This is an optimization exercise on Yosys and OpenROAD, whose aim is small area, not a production implementation.
Only simulation tests tie the RTL to the original design; equivalence was not proved.
The clock port is modelled as an ideal driver; clocking choices that lean on that would not hold on a real chip.
Power figures rest on the tool's default switching activity, not on a simulated workload.

Design audio_top, start of the top module:
module audio_top
	#(parameter RESOLUTION = 24, ECHO_DEPTH = 128)
(
	input MCLK,
	input reset,
	input GPIO3,
	input [9:0] SW,
	output GPIO1, GPIO2, GPIO4,
	output [9:0] LEDR
	);
localparam BW = 22;	 
wire [8:0] n;
wire [RESOLUTION-1:0] data_L_in, data_R_in, effects_L_out, effects_R_out;
wire [BW-1:0] push_L, push_R, delayed_L, delayed_R;
wire acc, top;
clock_div clk0 (.clk(MCLK), .reset(reset), .n(n));
assign GPIO2 = ~n[2];	 
assign GPIO1 = ~n[8];	 
wire step = n[7:0] == 8'hff;
wire s0 = step & n[8];
wire s32 = step & ~n[8];
wire p1 = n == 9'd7;
wire p33 = n == 9'd263;
i2s_decode #(.RESOLUTION(RESOLUTION)) dec (.clk(MCLK), .n(n), .data_in(GPIO3),
	.word_L(effects_L_out), .word_R(effects_R_out),
	.data_out_L(data_L_in), .data_out_R(data_R_in), .top(top));
effects #(.RESOLUTION(RESOLUTION), .BW(BW)) eL1 (.clk(MCLK), .ce_step(s32), .ce_flag(s0), .ce_load(p33), .own(n[8]),
	.acc(acc), .sw0(SW[0]), .data_in(data_R_in), .delayed(delayed_L), .push(push_L), .data_out(effects_L_out));
effects #(.RESOLUTION(RESOLUTION), .BW(BW)) eR1 (.clk(MCLK), .ce_step(s0), .ce_flag(s32), .ce_load(p1), .own(~n[8]),
	.acc(acc), .sw0(SW[0]), .data_in(data_L_in), .delayed(delayed_R), .push(push_R), .data_out(effects_R_out));
echo #(.W(2*BW), .DEPTH(ECHO_DEPTH)) dl (.clk(MCLK), .reset(reset), .step(step), .enable(SW[1]), .n(n[7:0]),
	.push({push_L, push_R}), .delayed({delayed_L, delayed_R}), .acc(acc));
i2s_encode enc (.clk(MCLK), .n(n), .top(top), .data_out(GPIO4));
assign LEDR[9:1] = data_L_in[RESOLUTION-2:RESOLUTION-10];
assign LEDR[0] = data_L_in[0];
endmodule
Size: roughly 6600 cells after synthesis, roughly 0.12 mm² of cells after synthesis.
Settings: LEC_CHECK=0, CAP_MARGIN=20, CORE_MARGIN=2, CORE_UTILIZATION=40, SLEW_MARGIN=20; clock period 40.0 ns.
standard.sh (not shown) runs the stock make flow with config.mk's settings and CLKGATE_MAP_FILE= SYNTH_SCRIPT=/design/flow/synth_recipe.tcl, a recipe that flattens the netlist after the stock synthesis.
==> flow/flow/run.sh <==
#!/bin/bash
# The standard layout, except for the clock tree: TritonCTS builds it without
# dummy loads and with the sink clusters below, then flow/leafsize.tcl gives
# each leaf clock buffer the smallest size that keeps the slew at its
# flip-flop clock pins at or below LEAF_SLEW_TARGET.
set -euo pipefail
export CTS_ARGS="-sink_clustering_enable -repair_clock_nets -dont_use_dummy_load -buf_list sky130_fd_sc_hd__clkbuf_4 -sink_clustering_size 12 -sink_clustering_max_diameter 40"
export POST_CTS_TCL="$(pwd)/flow/leafsize.tcl"
export LEAF_SLEW_TARGET=0.12
bash standard.sh > standard.log 2>&1
==> flow/flow/leafsize.tcl <==
# Resize each leaf clock buffer (one that drives flip-flop clock pins) to the
# smallest clkbuf that keeps the slew at its flip-flop clock pins at or below
# LEAF_SLEW_TARGET (ns), then legalise the placement again.
proc leaf_worst_slew {pins} {
  set w 0.0
  foreach p $pins {
    foreach a {min max} { foreach e {rise fall} {
      set s [get_property $p slew_${a}_$e]
      if {$s > $w} { set w $s }
    }}
  }
  return $w
}
set target $::env(LEAF_SLEW_TARGET)
set sizes {sky130_fd_sc_hd__clkbuf_2 sky130_fd_sc_hd__clkbuf_4 sky130_fd_sc_hd__clkbuf_8 sky130_fd_sc_hd__clkbuf_16}
estimate_parasitics -placement
set nleaf 0
set changed 0
foreach inst [[ord::get_db_block] getInsts] {
  set m [[$inst getMaster] getName]
  if {![string match sky130_fd_sc_hd__clkbuf_* $m]} continue
  set onet [[$inst findITerm X] getNet]
  if {$onet eq "NULL"} continue
  set pins {}
  set leaf 1
  foreach it [$onet getITerms] {
    if {![$it isInputSignal] && ![$it isClocked]} { if {[$it getInst] eq $inst} continue }
    if {[$it getInst] eq $inst} continue
    set mt [$it getMTerm]
    if {[$mt getName] ne "CLK"} { set leaf 0; break }
    lappend pins [get_pins [[$it getInst] getName]/CLK]
  }
  if {!$leaf || [llength $pins] == 0} continue
  incr nleaf
  set name [$inst getName]
  set chosen $m
  foreach sz $sizes {
    replace_cell [get_cells $name] $sz
    if {[leaf_worst_slew $pins] <= $target} { set chosen $sz; break }
    set chosen $sz
  }
  if {$chosen ne $m} { incr changed }
}
puts "leafsize: $nleaf leaf buffers, $changed resized"
detailed_placement
check_placement -verbose
The first run produced a clean layout.
Change:
==> flow/flow/run.sh (replaced) <==
#!/bin/bash
# Own layout flow: the standard flow with three changes.
# 1. Synthesis: the standard flow's synthesis script unchanged, except that the final ABC
#    technology mapping uses flow/abc_area.script (area-oriented amap) and the
#    adders are not pre-mapped to half/full-adder cells (ADDER_MAP_FILE empty),
#    so ABC maps them too. Registers are untouched by either.
# 2. Port buffers are buf_1.
# 3. Clock tree: TritonCTS without dummy loads, clkbuf_4 leaf clusters, then
#    flow/leafsize.tcl gives each leaf clock buffer the smallest size that
#    keeps the slew at its flip-flop clock pins at or below LEAF_SLEW_TARGET.
set -euo pipefail
here=$(pwd)
{
  echo 'proc abc {args} {'
  echo '  set i [lsearch -exact $args -script]'
  echo "  if {\$i >= 0} { lset args [expr {\$i + 1}] $here/flow/abc_area.script }"
  echo '  yosys abc {*}$args'
  echo '}'
  cat synth_recipe.tcl
} > synth_area.tcl
make -C "$FLOW_HOME" DESIGN_CONFIG="$here/config.mk" WORK_HOME="$here/orfs" CLKGATE_MAP_FILE= ADDER_MAP_FILE= SYNTH_SCRIPT="$here/synth_area.tcl" synth > synth.log 2>&1
export BUFFER_PORTS_ARGS="-buffer_cell sky130_fd_sc_hd__buf_1"
export CTS_ARGS="-sink_clustering_enable -repair_clock_nets -dont_use_dummy_load -buf_list sky130_fd_sc_hd__clkbuf_4 -sink_clustering_size 12 -sink_clustering_max_diameter 40"
export POST_CTS_TCL="$here/flow/leafsize.tcl"
export LEAF_SLEW_TARGET=0.124
bash standard.sh > standard.log 2>&1
==> flow/flow/abc_area.script (new file) <==
strash
dc2
dch -f
amap
topo
Settings changed: CORE_UTILIZATION 40 to 50.
The changed run produced a clean layout.
Die area falls by 21%.
Total power falls by about 0.9%.
Worst hold slack gets worse by 47 ps.
Critical path depth rises by 22.
Cell count falls by 7.5%.
Via count hardly moves.
Count of clock-buffer cells in the layout falls by 4.
Non-clock buffer count falls by 1.
Change:
==> flow/flow/run.sh (replaced) <==
#!/bin/bash
# The standard layout, except for the clock tree: TritonCTS builds it without
# dummy loads and with the sink clusters below, then flow/leafsize.tcl gives
# each leaf clock buffer the smallest size that keeps the slew at its
# flip-flop clock pins at or below LEAF_SLEW_TARGET.
set -euo pipefail
export CTS_ARGS="-sink_clustering_enable -repair_clock_nets -dont_use_dummy_load -buf_list sky130_fd_sc_hd__clkbuf_4 -sink_clustering_size 12 -sink_clustering_max_diameter 40"
export POST_CTS_TCL="$(pwd)/flow/leafsize.tcl"
export LEAF_SLEW_TARGET=0.12
export BUFFER_PORTS_ARGS="-buffer_cell sky130_fd_sc_hd__buf_1"
bash standard.sh > standard.log 2>&1
Settings changed: CORE_UTILIZATION 50 to 40, PLACE_DENSITY from default to 0.8.
removed: flow/flow/abc_area.script
What happened:
- The changed run completed with no timing, DRC or antenna violations
- worst setup slack gains 1300 ps
- total power grows by about 0.7%
- hold slack gains 56 ps
- wire length grows by about 13%
Change:
--- a/flow/flow/run.sh
+++ b/flow/flow/run.sh
@@ -7 +7 @@
-export CTS_ARGS="-sink_clustering_enable -repair_clock_nets -dont_use_dummy_load -buf_list sky130_fd_sc_hd__clkbuf_4 -sink_clustering_size 12 -sink_clustering_max_diameter 40"
+export CTS_ARGS="-sink_clustering_enable -repair_clock_nets -dont_use_dummy_load -buf_list sky130_fd_sc_hd__clkbuf_8 -sink_clustering_size 20 -sink_clustering_max_diameter 60"
@@ -10 +9,0 @@
-export BUFFER_PORTS_ARGS="-buffer_cell sky130_fd_sc_hd__buf_1"
Settings changed: PLACE_DENSITY 0.8 to default.
Outcome: The changed run passed the timing, DRC and antenna checks; register-to-register slack gains 550 ps; total power goes up by 0.73%; cell count goes down by 2.1%; worst hold slack is better by 3.2 ps; sequential power barely changes; routed wire length came out lower by 9.3%.
Change:
==> flow/flow/run.sh (replaced) <==
#!/bin/bash
# Own layout flow: the standard flow with three changes.
# 1. Synthesis: the standard flow's synthesis script unchanged, except that the final ABC
#    technology mapping uses flow/abc_area.script (area-oriented amap) and the
#    adders are not pre-mapped to half/full-adder cells (ADDER_MAP_FILE empty),
#    so ABC maps them too. Registers are untouched by either.
# 2. Port buffers are buf_1.
# 3. Clock tree: TritonCTS without dummy loads, clkbuf_4 leaf clusters, then
#    flow/leafsize.tcl gives each leaf clock buffer the smallest size that
#    keeps the slew at its flip-flop clock pins at or below LEAF_SLEW_TARGET.
set -euo pipefail
here=$(pwd)
{
  echo 'proc abc {args} {'
  echo '  set i [lsearch -exact $args -script]'
  echo "  if {\$i >= 0} { lset args [expr {\$i + 1}] $here/flow/abc_area.script }"
  echo '  yosys abc {*}$args'
  echo '}'
  cat synth_recipe.tcl
} > synth_area.tcl
make -C "$FLOW_HOME" DESIGN_CONFIG="$here/config.mk" WORK_HOME="$here/orfs" CLKGATE_MAP_FILE= ADDER_MAP_FILE= SYNTH_SCRIPT="$here/synth_area.tcl" synth > synth.log 2>&1
export BUFFER_PORTS_ARGS="-buffer_cell sky130_fd_sc_hd__buf_1"
export CTS_ARGS="-sink_clustering_enable -repair_clock_nets -dont_use_dummy_load -buf_list sky130_fd_sc_hd__clkbuf_4 -sink_clustering_size 12 -sink_clustering_max_diameter 40"
export POST_CTS_TCL="$here/flow/leafsize.tcl"
export LEAF_SLEW_TARGET=0.12
bash standard.sh > standard.log 2>&1
==> flow/flow/abc_area.script (new file) <==
strash
dc2
dch -f
amap
topo
After rerunning: The new run finished with timing, DRC and antenna clean. Register-to-register slack gets worse by 2700 ps. Clock skew goes up by 66 ps. Setup slack gets worse by 700 ps. Routed wire length goes up by a few percent. Cell count goes up slightly.
Change:
--- a/flow/flow/run.sh
+++ b/flow/flow/run.sh
@@ -25 +25 @@
-export LEAF_SLEW_TARGET=0.12
+export LEAF_SLEW_TARGET=0.124
Cell area stays flat. Count of clock-buffer cells in the layout is unchanged. Total power is about the same. Global-route usage is about the same. Synthesized cell count does not change. Worst setup slack barely changes.

-- what the ideal ports hide --
The results above use ideal ports. As a check the final layouts listed here were re-extracted and re-timed, cells and wires unchanged.
Step 1: set_driving_cell puts a clkbuf_16 on MCLK and a buf_2 on each other input, an assumption about the parent block.
Step 2 moves the port delays by t, midway between the first and last clock arrival at a register: inputs arrive t later, outputs are due t later. That takes back most of the time a late clock gives input paths.
Slacks: ideal ports / drivers / drivers and shift; pairs: ideal ports / drivers.
run	t (ns)	setup slack, ns	worst data-port slew with drivers (ns)
the first run	1.405	28.887 / 28.905 / 27.499	0.12
the second run	1.350	27.769 / 27.693 / 26.343	0.17
the third run	1.291	29.046 / 29.096 / 27.805	0.05
the fourth run	1.051	28.563 / 28.578 / 27.526	0.13
the fifth run	1.418	27.867 / 27.841 / 26.423	0.12
the sixth run	1.415	27.864 / 27.839 / 26.424	0.12
After both steps setup and hold are still met in every run listed. The setup slack of the fifth run, which loses most, moves by -0.026 ns with the drivers and by -1.444 ns with both steps.
